What follows belongs to an exercise in optimizing a design on an open flow for small area and a short achievable clock period; a production flow would make more cautious choices.
No run shown here included a check of the RTL's function; only the layout flow was run.
No activity file was given, so power comes from the tool's default toggle rates.

--- design/flow/config.mk ---
export PLATFORM = sky130hd
export DESIGN_NAME = create_d
export DESIGN_NICKNAME = create_d
export VERILOG_FILES = /design/flow/design.v
export SDC_FILE = /design/flow/constraint.sdc
export NUM_CORES = 4
export LEC_CHECK = 0
export CAP_MARGIN = 20
export CORE_MARGIN = 2
export CORE_UTILIZATION = 40
export SLEW_MARGIN = 20
--- design/flow/constraint.sdc ---
create_clock -name core_clock -period 10.0 [get_ports {clk}]
set_input_delay 2.0000 -clock core_clock [delete_from_list [all_inputs] [get_ports {clk}]]
set_output_delay 2.0000 -clock core_clock [all_outputs]
set_load 0.01 [all_outputs]
--- design/flow/design.v ---
module create_d(
    input wire [64-1:0] e,
    input wire [64-1:0] L,
    input wire clk,
    input wire rst_n,
    output reg [64-1:0] D,
    output reg ready_n);
    localparam [2:0] M_PRE   = 3'd0,   
                     M_LOAD  = 3'd1,   
                     M_PREP  = 3'd2,   
                     M_SHL4  = 3'd3,   
                     M_SHL1  = 3'd4,   
                     M_DIV   = 3'd5,   
                     M_FIX   = 3'd6,   
                     M_FINAL = 3'd7;   
    reg [63:0] X1, X2, Y2;
    reg [2:0]  mode;
    reg        done;
    reg [3:0]  c;             
    reg        par;           
    reg        negA;          
    reg        ca, cp;        
    reg [3:0]  pb, pq;        
    reg [3:0]  Ld, ed;        
    reg [5:0]  R1, R2;        
    wire last  = (c == 4'd15);
    wire first = (c == 4'd0);
    wire m_load  = (mode == M_LOAD);
    wire m_prep  = (mode == M_PREP);
    wire m_shl4  = (mode == M_SHL4);
    wire m_shl1  = (mode == M_SHL1);
    wire m_div   = (mode == M_DIV);
    wire m_fix   = (mode == M_FIX);
    wire m_final = (mode == M_FINAL) & ~done;
    wire [3:0] ad = X1[3:0];
    wire [3:0] bd = X2[3:0];
    wire       b4 = X2[4];
    wire [3:0] pd = D[3:0];
    wire [3:0] qd = Y2[3:0];
    wire       q4 = Y2[4];
    wire       sgo = (R2 != 6'd0);
    wire [3:0] pbm = first ? 4'd0 : pb;
    wire [3:0] pqm = first ? 4'd0 : pq;
    reg  [3:0] bout, qout;
    always @(*) begin
        bout = bd;
        qout = qd;
        if (m_shl4) begin
            bout = pbm;
            qout = pqm;
        end else if (m_shl1) begin
            bout = {bd[2:0], pbm[3]};
            qout = {qd[2:0], pqm[3]};
        end else if (m_div & sgo) begin
            bout = {b4 & ~last, bd[3:1]};
            qout = {q4 & ~last, qd[3:1]};
        end
    end
    wire act  = m_div | (m_fix & negA);
    wire asub = m_div & ~negA;
    wire psub = (act & ~asub) | (m_final & par);
    wire pact = act | m_final;
    wire [3:0] aop = act  ? (asub ? ~bd : bd) : 4'd0;
    wire       aci = first ? asub : ca;
    wire [4:0] asum = {1'b0, ad} + {1'b0, aop} + {4'd0, aci};
    wire [3:0] aout = asum[3:0];
    wire [3:0] pin = m_final ? (par ? Ld : 4'd0) : pd;
    wire [3:0] qop = pact ? (psub ? ~qd : qd) : 4'd0;
    wire       pci = first ? psub : cp;
    wire [4:0] psum = {1'b0, pin} + {1'b0, qop} + {4'd0, pci};
    wire [3:0] pout = psum[3:0];
    function [1:0] msbpos(input [3:0] d);
        msbpos = d[3] ? 2'd3 : d[2] ? 2'd2 : d[1] ? 2'd1 : 2'd0;
    endfunction
    wire [3:0] an = X1[7:4];    
    wire [3:0] bn = X2[7:4];    
    wire [3:0] cn = c + 4'd1;
    wire [5:0] K  = R1 - R2;                   
    wire [5:0] Kn = m_prep ? K : R1;
    always @(posedge clk) begin
        X1 <= {m_load ? Ld : (m_fix ? bout : aout), X1[63:4]};
        X2 <= {m_load ? ed : (m_fix ? aout : bout), X2[63:4]};
        Y2 <= {m_load ? {3'd0, first} : (m_fix ? pout : qout), Y2[63:4]};
        if (!done)
            D <= {m_load ? 4'd0 : m_fix ? qout : pout, D[63:4]};
        pb <= bd;
        pq <= qd;
        ca <= asum[4];
        cp <= psum[4];
        Ld <= L[{cn, 2'b00} +: 4];
        ed <= e[{cn, 2'b00} +: 4];
        if (!rst_n) begin
            c <= 4'd15;
            mode <= M_PRE;
            done <= 1'b0;
            ready_n <= 1'b1;
            par <= 1'b0;
            negA <= 1'b0;
        end else begin
            c <= cn;
            if (m_prep) begin
                if (first) begin
                    R1 <= (an != 4'd0) ? {4'd1, msbpos(an)} : {4'd0, msbpos(ad)};
                    R2 <= (bn != 4'd0) ? {4'd1, msbpos(bn)} : {4'd0, msbpos(bd)};
                end else if (!last) begin
                    if (an != 4'd0) R1 <= {cn, msbpos(an)};
                    if (bn != 4'd0) R2 <= {cn, msbpos(bn)};
                end
            end
            if (m_div & last)
                negA <= asum[3];
            if (last) begin
                case (mode)
                    M_PRE:  mode <= M_LOAD;
                    M_LOAD: mode <= M_PREP;
                    M_PREP, M_SHL4, M_SHL1: begin
                        if (m_prep & (R2 == 6'd0)) begin
                            mode <= M_FINAL;        
                        end else begin
                            if (m_prep) R2 <= 6'd0;
                            else if (m_shl4) R2 <= R2 + 6'd4;
                            else if (m_shl1) R2 <= R2 + 6'd1;
                            R1 <= Kn;
                            negA <= 1'b0;
                            if (Kn[5:2] != 4'd0) begin
                                mode <= M_SHL4;
                                R1 <= Kn - 6'd4;
                            end else if (Kn[1:0] != 2'd0) begin
                                mode <= M_SHL1;
                                R1 <= Kn - 6'd1;
                            end else begin
                                mode <= M_DIV;
                            end
                        end
                    end
                    M_DIV: begin
                        if (sgo) R2 <= R2 - 6'd1;
                        else mode <= M_FIX;
                    end
                    M_FIX: begin
                        mode <= M_PREP;
                        par <= ~par;
                    end
                    default: begin  
                        done <= 1'b1;
                        ready_n <= 1'b0;
                    end
                endcase
            end
        end
    end
endmodule
--- design/flow/flow/run.sh ---
#!/bin/bash
# Standard ORFS layout with two knobs: the port buffer cell is chosen
# explicitly, and timing repair aims well below the clock period.
set -euo pipefail
bash standard.sh "BUFFER_PORTS_ARGS=-buffer_cell sky130_fd_sc_hd__buf_1" SETUP_SLACK_MARGIN=7 finish > flow_make.log 2>&1
--- design/flow/standard.sh ---
#!/bin/bash
# synth_recipe.tcl (not shown) runs the flow's synth.tcl, then flattens the netlist and writes it again
# the make line also repeats each setting of config.mk as NAME=value (left out here)
make -C /OpenROAD-flow-scripts/flow DESIGN_CONFIG=/design/flow/config.mk WORK_HOME=/design/flow/orfs CLKGATE_MAP_FILE= SYNTH_SCRIPT=/design/flow/synth_recipe.tcl "${@:-finish}"
==> impl_metrics.csv, run 1 <==
group,metric,value,unit
status,outcome,"timing/DRC/antenna clean",
clock_tree,cts_made_buffers,30,
logic_synthesis,yosysTopAreaCell,"dfxtp_1",
drt,ant_nets,0,
die,initial_core_util,40.9,%
timing,max_freq,322,MHz
layout,num_antenna_cells,0,
timing,final.setup.worst_slack,6.90,ns
die,dieArea,0.0271,mm²
die,rows,58,
power_and_ir_drop,finalPower,3.09,mW
place,io_buffers,194,
critical_path,reg2reg_depth,10,
logic_synthesis,synth.area.top_cells,"dfxtp_1 (43%), edfxtp_1 (22%), mux4_2 (8.7%)",
place,placed_cells,1286,
critical_path,max_stage_delay,0.42,ns
drt,wire_per_inst,16.9,µm
logic_synthesis,syn_area_per_cell,13.0,µm²
timing,finClkSkew,0.0159,ns
timing,hold_viol,0,
global_routing,grt_use_total,17.1,%
clock_tree,ctsRootBufferMaster,"clkbuf_16",
critical_path,reg2reg_from,"R2[0]",
clock_tree,tritoncts,"yes",
global_routing,antenna_found_initial,0,
critical_path,rrSetupSlack,7.14,ns
flow_run,cap_violations,0,
min_path,whs_path_depth,0,
layout,final_util,51.5,%
place,dp_slack,6.54,ns
drt,drt_wl_total,23600,µm
power_and_ir_drop,leakage,5.34,nW
logic_synthesis,synth-adder-area-share,3.15,%
logic_synthesis,ys_seq_area_share,64.9,%
timing,finalCriticalPeriod,3.10,ns
layout,final_cell_area,0.0130,mm²
logic_synthesis,synth_top_area_share,42.8,%
critical_path,startpoint,"D[61]",
place,place_area,0.0114,mm²
clock_tree,cts.sinks,297,
timing,finalSetupTns,0,ns
layout,nNetsFinal,1203,
global_routing,grt_pass1_wl,36100,µm
timing,period_share,31.0,%
timing,setup_viol,0,
critical_path,crit_chain,"clkbuf_2",
layout,multi_input_area,0.00344,mm²
drt,num_vias,7077,
logic_synthesis,synth_common_cells,"dfxtp_1 (221), edfxtp_1 (76), nand2_1 (68)",
logic_synthesis,syn_area,0.0103,mm²
critical_path,crit_path_end_kind,"primary output",
logic_synthesis,yosys_warnings,1,
min_path,hold_path.class,"register to register",
critical_path,r2r-end,"R1[1]",
critical_path,crit_path_start_kind,"register",
logic_synthesis,synth_top_family_by_area,"compound AO/OA/AOI/OAI gates",
logic_synthesis,synthMuxAreaShare,9.52,%
critical_path,path_delay_family,"flip-flops",
place,gp_congestion,0.929,
timing,drv_slew,0,
logic_synthesis,ys.flop_type,"dfxtp_1",
drt,drc,0,
timing,slew_headroom,31.0,%
logic_synthesis,synth_simple_gate_area_share,8.96,%
critical_path,cp.depth,1,
place,hpwl,16500,µm
layout,register_area,0.00672,mm²
logic_synthesis,syn_nets,946,
global_routing,grt_max_degree,67,
drt,first_iter_violations,554,
critical_path,cp.required,8.00,ns
critical_path,cp_data_arrival_time,1.10,ns
logic_synthesis,syn_inst,793,
timing,rsz0062_at_grt,"yes",
power_and_ir_drop,peakVddDrop,0.000200,V
critical_path,path_buf_inv,1,
critical_path,crit_path_end,"D[61]",
critical_path,crit_path_max_fanout,2,
logic_synthesis,synth-async-reset-ratio,0,%
clock_tree,clk_transition_reported_paths,0.06,ns
timing,holdWs,0.324,ns
power_and_ir_drop,p_per_area,237,mW/mm²
drt,first_pass_iters,5,
logic_synthesis,synth-xor-area-share,1.53,%
logic_synthesis,synth_most_common_cell,"dfxtp_1",
clock_tree,clk_latency,0.54,ns
layout,instances_no_fill,1401,
drt,drt-vias-per-instance,5.05,
critical_path,criticalPathCategory,"register to primary output",
logic_synthesis,ys_ff_latch,297,
clock_tree,clock_path_buffers,3,
die,core,0.0253,mm²
clock_tree,htreeDepth,1,
global_routing,grt-ovfl-total,0,
layout,area_delta_synth_final,25.8,%
layout,nFillCells,2188,
timing,worst_slew_pin_slew,1.03,ns
logic_synthesis,synth-compound-area-share,9.60,%
logic_synthesis,synth-edff-count,76,
die,die_x,165,µm
die,ios,195,
global_routing,first_global_vias,6881,
layout,drive_above_1_share,23.4,%
logic_synthesis,synth.distinct_cells,67,
critical_path,cp_slowest_cell,"edfxtp_1",
die,die_y,165,µm
[cell families after synthesis]
logic type | count (synthesis)
AO/OA/AOI/OAI | 153
XOR/XNOR | 18
adder cells (fa/ha/maj) | 23
buffers and inverters | 63
flip-flops | 297
multiplexers | 48
AND/OR/NAND/NOR | 191
[flip-flops by register name, summed over array words and instances, names as in the netlist, 3 cells and up]
register,cells
c,4
ed,4
mode,3
D,64
X2,64
X1,64
Y2,64
pb,4
R1,6
R2,6
pq,4
Ld,4
[worst min path at each step]
stage | from | endpoint | slack (ns)
after floorplan | X1[14] | X1[10] | 0.31
after global placement | Y2[38] | Y2[34] | 0.31
after detailed placement | Y2[13] | Y2[9] | 0.31
after CTS | X1[33] | X1[29] | 0.33
after global routing | X2[37] | X2[33] | 0.33
final | X1[25] | X1[21] | 0.32
[cell type report]
cell class / instances / area share (%)
Sequential cell: 297 / 51.7
Multi-Input combinational cell: 433 / 26.4
Timing Repair Buffer: 269 / 10.7
Clock buffer: 43 / 6.71
Tap cell: 330 / 3.18
Clock inverter: 10 / 0.722
Inverter: 19 / 0.577
[layout by cell type, fill, tap and decap left out, drive strengths merged, types with 7 or more instances in the layout]
cell	n
xnor2	13
nor2b	12
clkbuf	88
edfxtp	76
nand3	9
dfxtp	221
ha	18
a21oi	41
inv	22
nor2	44
o21ai	37
buf	224
mux4	40
nor3	16
o22ai	7
nand2b	9
nand2	68
a22oi	9
[timing repair]
action                                  4_1_cts  5_1_grt
gates resized for setup                      27       55
endpoints found under the setup margin       85       80
buffers inserted                             37       24
hold buffers                                  0        0
pin swaps                                     1        0
[power breakdown]
group | leakage (nW) | switching, mW | internal [mW]
Clock | 0.474 | 0.441 | 0.634
Sequential | 2.73 | 0.127 | 1.52
Combinational | 2.14 | 0.189 | 0.176
[per-layer routing]
metal	share of wire, %	GRT usage (%)
met2	46	28.5
met3	7.6	3.47
met4	3.4	6.64
met5	0	0
met1	43	21.8
==> inputs of run 2 (changes only) <==
==> design/flow/flow/run.sh (replaced) <==
#!/bin/bash
set -euo pipefail
bash standard.sh "BUFFER_PORTS_ARGS=-buffer_cell sky130_fd_sc_hd__buf_1" SETUP_SLACK_MARGIN=7 "SETUP_MOVE_SEQUENCE=unbuffer,sizeup,swap" finish > flow_make.log 2>&1
==> impl_metrics.csv, run 2 <==
group,metric,value,unit
critical_path,cp.required,8.00,ns
logic_synthesis,synth_common_cells,"dfxtp_1 (221), edfxtp_1 (76), nand2_1 (68)",
logic_synthesis,syn_nets,946,
drt,drt-vias-per-instance,5.13,
global_routing,grt-ovfl-total,0,
die,core,0.0253,mm²
global_routing,use_met1,21.8,%
layout,layout_commonest_cell,"dfxtp_1",
logic_synthesis,syn_area_per_cell,13.0,µm²
place,io_buffers,194,
drt,first_iter_violations,570,
global_routing,gr-usage-met3,3.42,%
drt,drc,0,
logic_synthesis,syn_area,0.0103,mm²
logic_synthesis,synthMuxAreaShare,9.52,%
layout,mostFrequentLayoutCells,"dfxtp_1 (216), buf_1 (130), edfxtp_1 (76), nand2_1 (67), clkbuf_2 (59)",
critical_path,crit_chain,"clkbuf_2",
min_path,hold_path.class,"register to register",
power_and_ir_drop,leakage,5.00,nW
layout,instances_no_fill,1340,
logic_synthesis,synth-xor-area-share,1.53,%
clock_tree,clk_transition_reported_paths,0.06,ns
critical_path,cp_slowest_cell,"edfxtp_1",
layout,final_cell_area,0.0126,mm²
die,initial_core_util,40.9,%
logic_synthesis,synth.distinct_cells,67,
logic_synthesis,ys_seq_area_share,64.9,%
critical_path,crit_path_max_fanout,2,
logic_synthesis,synth_most_common_cell,"dfxtp_1",
layout,drive_above_1_share,19.5,%
critical_path,rrSetupSlack,7.07,ns
timing,period_share,31.4,%
status,outcome,"timing/DRC/antenna clean",
layout,nNetsFinal,1142,
clock_tree,cts_made_buffers,30,
place,gp_congestion,0.929,
timing,drv_slew,0,
clock_tree,cts.sinks,297,
logic_synthesis,synth-async-reset-ratio,0,%
critical_path,criticalPathCategory,"register to primary output",
clock_tree,clk_latency,0.54,ns
timing,max_freq,318,MHz
drt,drt_wl_total,23100,µm
logic_synthesis,yosysTopAreaCell,"dfxtp_1",
timing,finClkSkew,0.0186,ns
power_and_ir_drop,p_per_area,246,mW/mm²
logic_synthesis,ys.flop_type,"dfxtp_1",
logic_synthesis,synth_top_area_share,42.8,%
die,dieArea,0.0271,mm²
logic_synthesis,synth.area.top_cells,"dfxtp_1 (43%), edfxtp_1 (22%), mux4_2 (8.7%)",
timing,hold_viol,0,
die,ios,195,
logic_synthesis,synth_simple_gate_area_share,8.96,%
critical_path,crit_path_end_kind,"primary output",
logic_synthesis,synth-compound-area-share,9.60,%
place,place_area,0.0114,mm²
clock_tree,ctsRootBufferMaster,"clkbuf_16",
global_routing,grt_use_met2,28.0,%
logic_synthesis,yosys_warnings,1,
layout,area_delta_synth_final,21.7,%
global_routing,grt_pass1_wl,35800,µm
logic_synthesis,synth_top_family_by_area,"compound AO/OA/AOI/OAI gates",
logic_synthesis,synth-edff-count,76,
global_routing,grt_use_total,16.9,%
power_and_ir_drop,peakVddDrop,0.000205,V
logic_synthesis,syn_inst,793,
critical_path,cp_data_arrival_time,1.14,ns
logic_synthesis,ys_ff_latch,297,
place,placed_cells,1286,
clock_tree,tritoncts,"yes",
critical_path,path_buf_inv,1,
timing,holdWs,0.323,ns
global_routing,antenna_found_initial,0,
die,die_x,165,µm
clock_tree,clock_path_buffers,3,
die,rows,58,
place,hpwl,16500,µm
drt,num_vias,6875,
timing,finalCriticalPeriod,3.14,ns
global_routing,first_global_vias,6763,
critical_path,crit_path_start_kind,"register",
clock_tree,hold_buffers,0,
flow_run,cap_violations,0,
critical_path,path_delay_family,"flip-flops",
clock_tree,cts_setup_buffers,0,
layout,final_util,49.8,%
timing,worst_slew_pin_slew,1.02,ns
critical_path,max_stage_delay,0.45,ns
drt,first_pass_iters,5,
global_routing,grt_max_degree,67,
drt,ant_nets,0,
timing,finalSetupTns,0,ns
timing,setup_viol,0,
timing,rsz0062_at_grt,"yes",
clock_tree,htreeDepth,1,
die,die_y,165,µm
global_routing,grt.busiest_layer,"met2",
drt,wire_per_inst,17.2,µm
layout,num_antenna_cells,0,
logic_synthesis,synth-adder-area-share,3.15,%
timing,slew_headroom,31.9,%
[run 2: cell count changes in the layout (fill, tap and decap cells not counted), moves of 2 or more]
cell      before  now
buf_2         16    3
ha_1          18   15
buf_4         74   12
clkbuf_2      45   59
ha_2           0    2
[run 2: area by class of cell]
cell class | instances | area (µm²)
Clock buffer | 43 | 872
Sequential cell | 297 | 6720
Inverter | 19 | 75.1
Fill cell | 2216 | 12700
Tap cell | 330 | 413
Timing Repair Buffer | 208 | 933
Clock inverter | 10 | 93.8
Multi-Input combinational cell | 433 | 3470
[run 2: what timing repair did]
item | 4_1_cts | 5_1_grt
gates cloned | 0 | 0
gates resized for setup | 17 | 74
pin swaps | 6 | 7
setup endpoints to repair | 85 | 79
[run 2: report_power, final]
group          switching, mW  internal [mW]  leakage, nW
clock                  0.442          0.634        0.474
sequential             0.129           1.52         2.73
combinational          0.188          0.175         1.79
[run 2: cell families (layout without fill, tap and decap cells)]
group | Yosys count | in the layout
xor gates and xnor gates | 18 | 18
adders and majority gates | 23 | 23
DFF | 297 | 297
muxes | 48 | 48
and+or+nand+nor | 191 | 191
AOI/OAI and AO/OA | 153 | 153
buffers and inverters | 63 | 280
[run 2: final timing paths]
path	start	depth (start not counted)	endpoint
setup / recovery	D[2]	1	D[2]
setup reg to reg	R2[0]	9	R1[2]
hold reg to reg	X2[32]	0	X2[28]
hold / removal	X2[32]	0	X2[28]
[run 2: through the flow]
stage	total power [mW]	setup WS [ns]
after global placement	2.02	6.58
after detailed placement	2.02	6.54
after global routing	3.23	6.81
after floorplan	1.88	6.58
final	3.09	6.86
after CTS	3.11	6.83
[run 2: routing by layer]
metal,vias to the layer above,share of wire (%)
met3,53,7.4
met5,-,0
met1,3230,43
li1,3282,-
met4,0,3.3
met2,310,46
==> inputs of run 3 (changes only) <==
--- a/design/flow/design.v
+++ b/design/flow/design.v
@@ -10,4 +10,3 @@
                      M_PREP  = 3'd2,   
-                     M_SHL4  = 3'd3,   
-                     M_SHL1  = 3'd4,   
+                     M_SHL   = 3'd3,   
                      M_DIV   = 3'd5,   
@@ -17,3 +16,2 @@
     reg [2:0]  mode;
-    reg        done;
     reg [3:0]  c;             
@@ -22,4 +20,4 @@
     reg        ca, cp;        
-    reg [3:0]  pb, pq;        
-    reg [3:0]  Ld, ed;        
+    reg        pb, pq;        
+    reg [3:0]  Ld;            
     reg [5:0]  R1, R2;        
@@ -29,16 +27,11 @@
     wire m_prep  = (mode == M_PREP);
-    wire m_shl4  = (mode == M_SHL4);
-    wire m_shl1  = (mode == M_SHL1);
+    wire m_shl   = (mode == M_SHL);
     wire m_div   = (mode == M_DIV);
     wire m_fix   = (mode == M_FIX);
-    wire m_final = (mode == M_FINAL) & ~done;
+    wire m_final = (mode == M_FINAL) & ready_n;
     wire [3:0] ad = X1[3:0];
     wire [3:0] bd = X2[3:0];
-    wire       b4 = X2[4];
     wire [3:0] pd = D[3:0];
     wire [3:0] qd = Y2[3:0];
-    wire       q4 = Y2[4];
-    wire       sgo = (R2 != 6'd0);
-    wire [3:0] pbm = first ? 4'd0 : pb;
-    wire [3:0] pqm = first ? 4'd0 : pq;
+    wire       shr = m_div & (R2 != 6'd0);
     reg  [3:0] bout, qout;
@@ -47,11 +40,8 @@
         qout = qd;
-        if (m_shl4) begin
-            bout = pbm;
-            qout = pqm;
-        end else if (m_shl1) begin
-            bout = {bd[2:0], pbm[3]};
-            qout = {qd[2:0], pqm[3]};
-        end else if (m_div & sgo) begin
-            bout = {b4 & ~last, bd[3:1]};
-            qout = {q4 & ~last, qd[3:1]};
+        if (m_shl) begin
+            bout = {bd[2:0], pb & ~first};
+            qout = {qd[2:0], pq & ~first};
+        end else if (shr) begin
+            bout = {X2[4] & ~last, bd[3:1]};
+            qout = {Y2[4] & ~last, qd[3:1]};
         end
@@ -78,3 +68,4 @@
     wire [5:0] K  = R1 - R2;                   
-    wire [5:0] Kn = m_prep ? K : R1;
+    wire [5:0] Kn = m_prep ? K : R1 - 6'd1;    
+    wire [3:0] ed = e[{c, 2'b00} +: 4];
     always @(posedge clk) begin
@@ -83,6 +74,6 @@
         Y2 <= {m_load ? {3'd0, first} : (m_fix ? pout : qout), Y2[63:4]};
-        if (!done)
+        if (ready_n)
             D <= {m_load ? 4'd0 : m_fix ? qout : pout, D[63:4]};
-        pb <= bd;
-        pq <= qd;
+        pb <= bd[3];
+        pq <= qd[3];
         ca <= asum[4];
@@ -90,3 +81,2 @@
         Ld <= L[{cn, 2'b00} +: 4];
-        ed <= e[{cn, 2'b00} +: 4];
         if (!rst_n) begin
@@ -94,3 +84,2 @@
             mode <= M_PRE;
-            done <= 1'b0;
             ready_n <= 1'b1;
@@ -115,3 +104,3 @@
                     M_LOAD: mode <= M_PREP;
-                    M_PREP, M_SHL4, M_SHL1: begin
+                    M_PREP, M_SHL: begin
                         if (m_prep & (R2 == 6'd0)) begin
@@ -119,16 +108,6 @@
                         end else begin
-                            if (m_prep) R2 <= 6'd0;
-                            else if (m_shl4) R2 <= R2 + 6'd4;
-                            else if (m_shl1) R2 <= R2 + 6'd1;
+                            if (m_prep) R2 <= K;
                             R1 <= Kn;
                             negA <= 1'b0;
-                            if (Kn[5:2] != 4'd0) begin
-                                mode <= M_SHL4;
-                                R1 <= Kn - 6'd4;
-                            end else if (Kn[1:0] != 2'd0) begin
-                                mode <= M_SHL1;
-                                R1 <= Kn - 6'd1;
-                            end else begin
-                                mode <= M_DIV;
-                            end
+                            mode <= (Kn != 6'd0) ? M_SHL : M_DIV;
                         end
@@ -136,3 +115,3 @@
                     M_DIV: begin
-                        if (sgo) R2 <= R2 - 6'd1;
+                        if (R2 != 6'd0) R2 <= R2 - 6'd1;
                         else mode <= M_FIX;
@@ -144,3 +123,2 @@
                     default: begin  
-                        done <= 1'b1;
                         ready_n <= 1'b0;
==> design/flow/flow/run.sh (replaced) <==
#!/bin/bash
set -euo pipefail
bash standard.sh "BUFFER_PORTS_ARGS=-buffer_cell sky130_fd_sc_hd__buf_1" SETUP_SLACK_MARGIN=7 "SETUP_MOVE_SEQUENCE=unbuffer,sizeup,swap" CTS_CLUSTER_SIZE=30 finish > flow_make.log 2>&1
==> impl_metrics.csv, run 3 <==
group,metric,value,unit
die,core,0.0244,mm²
logic_synthesis,synth.distinct_cells,69,
critical_path,path_delay_family,"flip-flops",
logic_synthesis,synth.area.top_cells,"dfxtp_1 (42%), edfxtp_1 (23%), mux4_2 (9.0%)",
layout,final_util,49.5,%
clock_tree,cts_setup_buffers,0,
critical_path,rrSetupSlack,6.69,ns
critical_path,criticalPathCategory,"register to primary output",
logic_synthesis,syn_nets,887,
clock_tree,htreeDepth,1,
status,outcome,"timing/DRC/antenna clean",
drt,first_iter_violations,549,
die,dieArea,0.0262,mm²
global_routing,first_global_vias,6178,
drt,drc,0,
die,rows,57,
layout,final_cell_area,0.0121,mm²
critical_path,cp.required,8.00,ns
logic_synthesis,ys_ff_latch,286,
clock_tree,clock_path_buffers,3,
critical_path,crit_path_start_kind,"register",
min_path,min-delay-start,"Y2[54]",
logic_synthesis,ys.flop_type,"dfxtp_1",
clock_tree,cts_made_buffers,29,
drt,num_vias,6502,
timing,finalSetupTns,0,ns
timing,drv_slew,0,
critical_path,max_stage_delay,0.92,ns
layout,mostFrequentLayoutCells,"dfxtp_1 (204), buf_1 (137), edfxtp_1 (76), clkbuf_2 (55), nand2_1 (50)",
layout,multi_input_area,0.00327,mm²
logic_synthesis,synth_top_area_share,42.2,%
power_and_ir_drop,leakage,4.79,nW
logic_synthesis,yosys_warnings,1,
die,die_y,162,µm
logic_synthesis,syn_inst,737,
timing,hold_viol,0,
timing,worst_slew_pin_slew,0.963,ns
place,gp_congestion,0.869,
clock_tree,clk_transition_reported_paths,0.06,ns
layout,num_antenna_cells,0,
layout,nFillCells,2171,
timing,finClkSkew,0.0180,ns
clock_tree,ctsRootBufferMaster,"clkbuf_16",
place,hpwl,14400,µm
min_path,holdPathEnd,"Y2[50]",
critical_path,cp_data_arrival_time,1.66,ns
place,io_buffers,194,
die,initial_core_util,40.9,%
critical_path,r2r-end,"D[61]",
die,die_x,162,µm
critical_path,crit_chain,"buf_6",
drt,ant_nets,0,
logic_synthesis,syn_area,0.00997,mm²
layout,nNetsFinal,1079,
power_and_ir_drop,p_per_area,250,mW/mm²
logic_synthesis,synth_most_common_cell,"dfxtp_1",
power_and_ir_drop,peakVddDrop,0.000140,V
logic_synthesis,synth_common_cells,"dfxtp_1 (210), edfxtp_1 (76), nand2_1 (52)",
min_path,hold_path.class,"register to register",
place,place_area,0.0109,mm²
critical_path,crit_path_max_fanout,67,
critical_path,cp_slowest_cell,"dfxtp_4",
timing,period_share,36.6,%
flow_run,cap_violations,0,
global_routing,antenna_found_initial,0,
critical_path,crit_path_end_kind,"primary output",
timing,setup_viol,0,
global_routing,grt_use_total,15.4,%
layout,area_delta_synth_final,21.0,%
timing,max_freq,273,MHz
critical_path,path_buf_inv,1,
drt,first_pass_iters,7,
global_routing,grt_max_degree,68,
critical_path,reg2reg_from,"ready_n",
drt,drt_wl_total,20400,µm
logic_synthesis,yosysTopAreaCell,"dfxtp_1",
logic_synthesis,synth-async-reset-ratio,0,%
clock_tree,cts.sinks,286,
logic_synthesis,ys_seq_area_share,65.0,%
layout,drive_above_1_share,19.4,%
timing,slew_headroom,35.3,%
critical_path,reg2reg_depth,8,
layout,layout_commonest_cell,"dfxtp_1",
drt,drt-vias-per-instance,5.10,
global_routing,grt_pass1_wl,32400,µm
logic_synthesis,synth-edff-count,76,
drt,wire_per_inst,16.0,µm
clock_tree,clk_latency,0.54,ns
clock_tree,tritoncts,"yes",
logic_synthesis,syn_area_per_cell,13.5,µm²
timing,rsz0062_at_grt,"yes",
global_routing,grt-ovfl-total,0,
layout,register_area,0.00650,mm²
timing,finalCriticalPeriod,3.66,ns
layout,instances_no_fill,1276,
place,placed_cells,1222,
min_path,whs_path_depth,0,
die,ios,195,
==> run 3: cell count changes in the layout (fill, tap and decap cells not counted), sizes merged, moves of 6 or more <==
| cell | previous run | this run |
|---|---|---|
| dfxtp | 221 | 210 |
| nor2b | 12 | 3 |
| clkbuf | 102 | 96 |
| buf | 149 | 142 |
| nand2 | 68 | 52 |
| nand3 | 9 | 16 |
==> run 3: worst max path at each step <==
stage	start	endpoint	cells after the start
finish	ready_n	ready_n	1
global route	ready_n	ready_n	1
CTS	ready_n	ready_n	1
detailed placement	mode[2]	D[61]	10
global placement	mode[2]	D[61]	10
floorplan	e[63]	X2[63]	4
==> run 3: metal layers <==
metal / part of all wire, % / track usage [%] / up-vias
li1: - / - / 3086
met1: 46 / 21.6 / 3066
met2: 44 / 24.4 / 304
met3: 7.3 / 2.71 / 46
met4: 3.0 / 5.27 / 0
met5: 0 / 0 / -
==> run 3: cells by family (layout without fill, tap and decap cells) <==
kind of cell    after synthesis  after routing  share of synthesized area (%)
compound gates              143            143                           9.06
flops                       286            286                           65.0
mux                          50             50                           10.1
fa+ha+maj                    20             20                           2.89
simple gates                158            158                           8.03
buf+inv                      57            272                           2.91
xor+xnor                     23             23                           2.02
==> run 3: cell type report <==
type                    count  area share (%)
flip-flops and latches    286            53.9
multi-input cells         394            27.1
clock buffers              41            7.16
repair buffers            197            6.91
well taps                 324            3.36
clock inverters            13           0.912
inverters                  21           0.674
==> run 3: stage by stage <==
stage	hold slack [ns]	total power, mW	setup WS, ns
2_1_floorplan	0.310	1.84	6.83
3_3_place_gp	0.311	1.97	6.40
3_5_place_dp	0.312	1.97	6.35
4_1_cts	0.325	3.05	6.30
5_1_grt	0.324	3.17	6.25
6_report	0.322	3.02	6.34
==> run 3: report_power, final <==
group | switching [mW] | internal [mW]
Sequential | 0.138 | 1.48
Clock | 0.431 | 0.633
Combinational | 0.176 | 0.159
==> run 3: repair_timing <==
item,CTS,global route
hold buffers,0,0
pin swaps,0,1
gates cloned,0,0
resized for setup,13,65
endpoints found under the setup margin,88,89
==> inputs of run 4 (changes only) <==
==> design/flow/flow/run.sh (replaced) <==
#!/bin/bash
set -euo pipefail
bash standard.sh "BUFFER_PORTS_ARGS=-buffer_cell sky130_fd_sc_hd__buf_1" SETUP_SLACK_MARGIN=7 "SETUP_MOVE_SEQUENCE=unbuffer,sizeup,swap" finish > flow_make.log 2>&1
==> impl_metrics.csv, run 4 <==
group,metric,value,unit
min_path,min-delay-start,"Y2[54]",
logic_synthesis,synth.distinct_cells,69,
die,initial_core_util,40.9,%
timing,final.setup.worst_slack,6.34,ns
logic_synthesis,ys_ff_latch,286,
critical_path,criticalPathCategory,"register to primary output",
logic_synthesis,ys_seq_area_share,65.0,%
logic_synthesis,syn_area,0.00997,mm²
clock_tree,cts.sinks,286,
critical_path,max_stage_delay,0.92,ns
timing,finClkSkew,0.0180,ns
logic_synthesis,synth-edff-count,76,
die,die_x,162,µm
power_and_ir_drop,p_sw,0.745,mW
drt,num_vias,6502,
layout,area_delta_synth_final,21.0,%
timing,setup_viol,0,
clock_tree,clk_latency,0.54,ns
timing,period_share,36.6,%
layout,mostFrequentLayoutCells,"dfxtp_1 (204), buf_1 (137), edfxtp_1 (76), clkbuf_2 (55), nand2_1 (50)",
logic_synthesis,synth_most_common_cell,"dfxtp_1",
timing,max_freq,273,MHz
critical_path,startpoint,"ready_n",
drt,first_pass_iters,7,
critical_path,cp_slowest_cell,"dfxtp_4",
logic_synthesis,yosysTopAreaCell,"dfxtp_1",
timing,finalCriticalPeriod,3.66,ns
power_and_ir_drop,finalPower,3.02,mW
logic_synthesis,synth_common_cells,"dfxtp_1 (210), edfxtp_1 (76), nand2_1 (52)",
global_routing,grt_use_total,15.4,%
power_and_ir_drop,power.share.switching,24.6,%
die,dieArea,0.0262,mm²
logic_synthesis,yosys_warnings,1,
logic_synthesis,synth.area.top_cells,"dfxtp_1 (42%), edfxtp_1 (23%), mux4_2 (9.0%)",
logic_synthesis,syn_nets,887,
global_routing,grt_pass1_wl,32400,µm
power_and_ir_drop,p_per_area,250,mW/mm²
timing,slew_headroom,35.3,%
timing,finalSetupTns,0,ns
clock_tree,hold_buffers,0,
clock_tree,tritoncts,"yes",
timing,drv_slew,0,
clock_tree,htreeDepth,1,
drt,drt_wl_total,20400,µm
place,io_buffers,194,
flow_run,cap_violations,0,
place,dp_slack,6.35,ns
global_routing,antenna_found_initial,0,
place,gp_congestion,0.869,
die,core,0.0244,mm²
layout,num_antenna_cells,0,
critical_path,crit_chain,"buf_6",
global_routing,grt-ovfl-total,0,
power_and_ir_drop,power_frac_clock,35.2,%
clock_tree,ctsRootBufferMaster,"clkbuf_16",
timing,hold_viol,0,
logic_synthesis,syn_area_per_cell,13.5,µm²
min_path,hold_path.class,"register to register",
timing,rsz0062_at_grt,"yes",
power_and_ir_drop,combPwrFrac,11.1,%
critical_path,crit_path_start_kind,"register",
drt,wire_per_inst,16.0,µm
critical_path,path_buf_inv,1,
logic_synthesis,ys.flop_type,"dfxtp_1",
critical_path,reg2reg_from,"ready_n",
clock_tree,clk_transition_reported_paths,0.06,ns
critical_path,crit_path_max_fanout,67,
global_routing,grt_max_degree,68,
drt,drc,0,
power_and_ir_drop,peakVddDrop,0.000140,V
die,die_y,162,µm
power_and_ir_drop,seqPwrFrac,53.7,%
logic_synthesis,synth_top_area_share,42.2,%
clock_tree,cts_made_buffers,29,
critical_path,crit_path_end_kind,"primary output",
status,outcome,"timing/DRC/antenna clean",
global_routing,first_global_vias,6178,
clock_tree,clock_path_buffers,3,
logic_synthesis,syn_inst,737,
layout,drive_above_1_share,19.4,%
layout,nFillCells,2171,
die,ios,195,
layout,layout_commonest_cell,"dfxtp_1",
die,rows,57,
critical_path,cp_data_arrival_time,1.66,ns
power_and_ir_drop,leakage,4.79,nW
logic_synthesis,synth-async-reset-ratio,0,%
drt,ant_nets,0,
timing,worst_slew_pin_slew,0.963,ns
critical_path,path_delay_family,"flip-flops",
drt,first_iter_violations,549,
layout,nNetsFinal,1079,
drt,drt-vias-per-instance,5.10,
clock_tree,cts_setup_buffers,0,
critical_path,cp.required,8.00,ns
place,hpwl,14400,µm
power_and_ir_drop,p_int,2.28,mW
-- run 4: cell counts in the layout (fill, tap and decap cells not counted) --
No cell type changed its count.
-- run 4: metrics by stage --
stage	util, %	hold WS [ns]	area (µm²)	std cells
2_1_floorplan	-	0.310	10000	737
3_3_place_gp	44.8	0.311	10900	1222
3_5_place_dp	44.8	0.312	10900	1222
4_1_cts	49.0	0.325	12000	1276
5_1_grt	49.5	0.324	12100	1276
6_report	49.5	0.322	12100	1276
-- run 4: power by group through the flow --
stage / registers, mW / logic, mW / clock network (mW)
6_report: 1.62 / 0.335 / 1.06
5_1_grt: 1.66 / 0.368 / 1.14
4_1_cts: 1.63 / 0.331 / 1.09
3_5_place_dp: 1.65 / 0.328 / 0
3_3_place_gp: 1.65 / 0.328 / 0
2_1_floorplan: 1.57 / 0.263 / 0
-- run 4: final timing paths --
check	end	slack, ns	depth (start not counted)
setup / recovery	ready_n	6.34	1
hold / removal	Y2[50]	0.32	0
setup reg to reg	D[61]	6.69	8
hold reg to reg	Y2[50]	0.32	0
-- run 4: cells by family after synthesis --
group,synth area share [%]
AO/OA/AOI/OAI,9.06
XOR/XNOR,2.02
adder cells (fa/ha/maj),2.89
flip-flops,65.0
multiplexers,10.1
buffers and inverters,2.91
AND/OR/NAND/NOR,8.03
-- run 4: timing repair --
| action | 4_1_cts | 5_1_grt |
|---|---|---|
| hold endpoints to repair | 0 | 0 |
| resized for setup | 13 | 65 |
| setup endpoints to repair | 88 | 89 |
| pin swaps | 0 | 1 |
-- run 4: cell type report --
| class | count | area, µm² | share of cell area [%] |
|---|---|---|---|
| well taps | 324 | 405 | 3.36 |
| repair buffers | 197 | 835 | 6.91 |
| multi-input cells | 394 | 3270 | 27.1 |
| clock inverters | 13 | 110 | 0.912 |
| inverters | 21 | 81.3 | 0.674 |
| clock buffers | 41 | 865 | 7.16 |
| flip-flops and latches | 286 | 6500 | 53.9 |
-- run 4: per-layer routing --
layer,wire length (µm),global-route usage [%],up-vias
li1,-,-,3086
met1,9310,21.6,3066
met2,9000,24.4,304
met3,1500,2.71,46
met4,620,5.27,0
met5,0,0,-

-- re-timing with driven ports --
How much do the figures lean on ideal ports? The routed layouts below were timed once more, with nothing changed but the port constraints. Step 1 sets driving cells, clkbuf_16 on the clock port and buf_2 on the other inputs (assumed; they add their load-dependent delay and slew). Step 2 also shifts input and output timing later by t, the mid clock arrival at the registers, as if the neighbouring blocks saw the same clock. Three values: no drivers, after step 1, after step 2; two values: the first two.
run	t (ns)	setup slack, ns	worst hold slack (ns)	worst data-port slew with drivers (ns)
run 1	0.579	6.897 / 6.850 / 6.730	0.324 / 0.324 / 0.324	0.07
run 2	0.581	6.859 / 6.812 / 6.730	0.323 / 0.323 / 0.323	0.06
run 3	0.579	6.337 / 6.288 / 6.617	0.322 / 0.322 / 0.322	0.05
run 4	0.579	6.337 / 6.288 / 6.617	0.322 / 0.322 / 0.322	0.05
After both steps setup and hold are still met in every run listed. The setup slack of run 1, which loses most, moves by -0.047 ns with the drivers and by -0.167 ns with both steps.
